Background: an optimization exercise with open tools, aiming at small area, a short achievable clock period and few clock cycles. Do not read the settings as production practice. Where RTL was checked, it was by simulation tests only, not by an equivalence proof against the original.

== west ==
==> flow/design.v (excerpt) <==
module sqrt_u32(
        input             clk,
        input             rst_n,
        input             vld_in,
        input      [31:0] x,
        output reg        vld_out,
        output     [15:0] y
    );
clock: 10.0 ns
lec_check: 0
cap_margin: 20
core_margin: 2
core_utilization: 40
slew_margin: 20
standard.sh (not shown) runs the stock make flow with config.mk's settings and CLKGATE_MAP_FILE= SYNTH_SCRIPT=/design/flow/synth_recipe.tcl, a recipe that flattens the netlist after the stock synthesis.
==> flow/flow/run.sh <==
#!/bin/bash
set -euo pipefail
MARGIN=$(cat flow/margin.txt)
bash standard.sh \
  "SETUP_SLACK_MARGIN=$MARGIN" \
  "BUFFER_PORTS_ARGS=-buffer_cell sky130_fd_sc_hd__buf_1" \
  finish > standard.log 2>&1
==> flow/flow/margin.txt <==
6.8
west completed; timing, DRC and antenna clean
Testbench counts of west, summed over its fixed seeds: cycles 33,608.
#### Input delta (north over west)
# west
export LEC_CHECK = 0
export CAP_MARGIN = 20
export CORE_MARGIN = 2
export CORE_UTILIZATION = 40
export SLEW_MARGIN = 20
create_clock -name core_clock -period 10.0 [get_ports {clk}]
# north
export LEC_CHECK = 0
export CAP_MARGIN = 20
export CORE_MARGIN = 2
export CORE_UTILIZATION = 70
export SLEW_MARGIN = 20
create_clock -name core_clock -period 10.0 [get_ports {clk}]
==> flow/flow/margin.txt <==
7.0
--- outcome ---
- Result: PASS for each of north and west
- Between west and north, the flow reports non-clock buffer count increasing by more than 10%.
- On clock latency on the worst-skew pair, north and west are basically level.
- Compared with west, in north sequential share of layout area went down by 0.28 points; share of synthesized cell area in full adder, half adder and majority cells about even.
- Count of placed standard cells in the final layout, fillers left out in north is 9.0% lower than in west
- Compared with west, north has extra setup slack.
- Compared with west, north shows a lower final critical-path required period.

Another version of the RTL of sqrt_u32 (not shown whole).
Size: ~410 cells after synthesis, roughly 66 flip-flops, roughly 52 I/O pins, about 3900 sq um of cells after synthesis.
Settings: LEC_CHECK=0, ABC_CLOCK_PERIOD_IN_PS=1500, CAP_MARGIN=20, CORE_MARGIN=2, CORE_UTILIZATION=40, SLEW_MARGIN=20; clock period 10.0 ns.
run.sh (not shown) runs the stock make flow with config.mk's settings and CLKGATE_MAP_FILE= SYNTH_SCRIPT=/design/flow/synth_recipe.tcl, a recipe that flattens the netlist after the stock synthesis.
Stock flow here: none of the scripts above is used.
The starting point completed with no timing, DRC or antenna violations.
Rerun with:
--- a/flow/config.mk
+++ b/flow/config.mk
@@ -8 +7,0 @@
-export ABC_CLOCK_PERIOD_IN_PS = 1500
The changed run passed the timing, design-rule and antenna checks.
Die area is unchanged.
Global-route usage stays the same.
Worst hold slack is unchanged.
No functional check of the RTL was part of any run of this note.

sqrt_u32, a different RTL version from the one above (not shown whole).
Size: roughly 67 flip-flops, about 52 I/O pins, about 0.0033 sq mm of cells after synthesis.
Settings: LEC_CHECK=0, CAP_MARGIN=20, CORE_MARGIN=2, CORE_UTILIZATION=40, SLEW_MARGIN=20; clock period 10.0 ns.
The starting point finished with timing, DRC and antenna clean.
Change:
- ABC_CLOCK_PERIOD_IN_PS: not set -> 1500
- The changed run completed without violations
- die area does not change
- routed wire length is unchanged
- clock skew stays the same
- via count does not change
- final area is unchanged
- area after synthesis does not change
- first-iteration DRC count stays the same
- worst hold slack stays the same
No run of this note included a check of the RTL's function; only the layout flow was run.

sqrt_u32, a different RTL version from the one above (not shown whole).
Size in the first run: roughly 300 cells after synthesis, ~55 flip-flops, about 52 I/O pins, about 3000 sq um of cells after synthesis.
Settings: LEC_CHECK=0, CAP_MARGIN=20, CORE_MARGIN=2, CORE_UTILIZATION=55, CTS_CLUSTER_DIAMETER=100, CTS_CLUSTER_SIZE=30, SLEW_MARGIN=20; clock period 10.0 ns.
standard.sh (not shown) runs the stock make flow with config.mk's settings and CLKGATE_MAP_FILE= SYNTH_SCRIPT=/design/flow/synth_recipe.tcl, a recipe that flattens the netlist after the stock synthesis.
==> flow/flow/margin.txt <==
7.0
Scripts as last shown in full above: flow/flow/run.sh
The starting point completed with no timing, DRC or antenna violations.
Testbench counts at the start, summed over its fixed seeds: cycles 33,608.
Rerun with:
- CTS_BUF_LIST: default -> sky130_fd_sc_hd__clkbuf_16
- CTS_CLUSTER_DIAMETER: 100 -> 200
- CTS_CLUSTER_SIZE: 30 -> 60
Count of clock-buffer cells in the layout stays the same.
Global-route usage is about the same.
Setup slack gets better by 0.027 ns.
Clock skew stays flat.
Fmax is higher slightly.
Wire length climbs slightly.
Worst hold slack degrades by 0.0073 ns.
Rerun with:
==> flow/flow/margin.txt (replaced) <==
6.9
- CTS_BUF_LIST: sky130_fd_sc_hd__clkbuf_16 -> default
- CTS_CLUSTER_DIAMETER: 200 -> default
- CTS_CLUSTER_SIZE: 60 -> default
After rerunning:
- routed wire length is lower by 1.1%
- register-to-register slack barely changes
- area after synthesis stays the same
- worst setup slack got worse by 0.099 ns

afterwards: timing with drivers on the ports:
Ports are ideal in the flow. The routed layouts listed here were re-timed in OpenROAD. Step 1 assumes that a clkbuf_16 drives the clock port and a buf_2 every other input. Step 2 times the ports against the registers' clock, not the clock port: input delays grow and output delays shrink by t, the midpoint of the rising clock arrivals with the driver on. Three values: no drivers, after step 1, after step 2; two values: the first two.
run	t (ns)	slack for setup (ns)	hold slack, ns	worst setup path after step 2
west	0.337	6.966 / 6.975 / 6.639	0.462 / 0.462 / 0.462	input to register
north	0.324	7.072 / 7.072 / 6.755	0.457 / 0.457 / 0.457	input to register
the first run of note 2	0.383	4.332 / 4.332 / 4.332	0.418 / 0.418 / 0.418	register to register
the second run of note 2	0.383	4.332 / 4.332 / 4.332	0.418 / 0.418 / 0.418	register to register
the first run of note 3	0.373	6.672 / 6.640 / 6.431	0.406 / 0.406 / 0.406	input to register
the second run of note 3	0.373	6.672 / 6.640 / 6.431	0.406 / 0.406 / 0.406	input to register
the first run of note 4	0.338	7.120 / 7.094 / 6.813	0.459 / 0.459 / 0.459	input to register
the second run of note 4	0.319	7.147 / 7.123 / 6.837	0.452 / 0.452 / 0.452	input to register
the third run of note 4	0.332	7.048 / 7.052 / 6.720	0.461 / 0.461 / 0.461	input to register
After both steps every run listed still meets setup and hold. The setup slack of the third run of note 4, which loses most, moves by +0.004 ns with the drivers and by -0.328 ns with both steps.
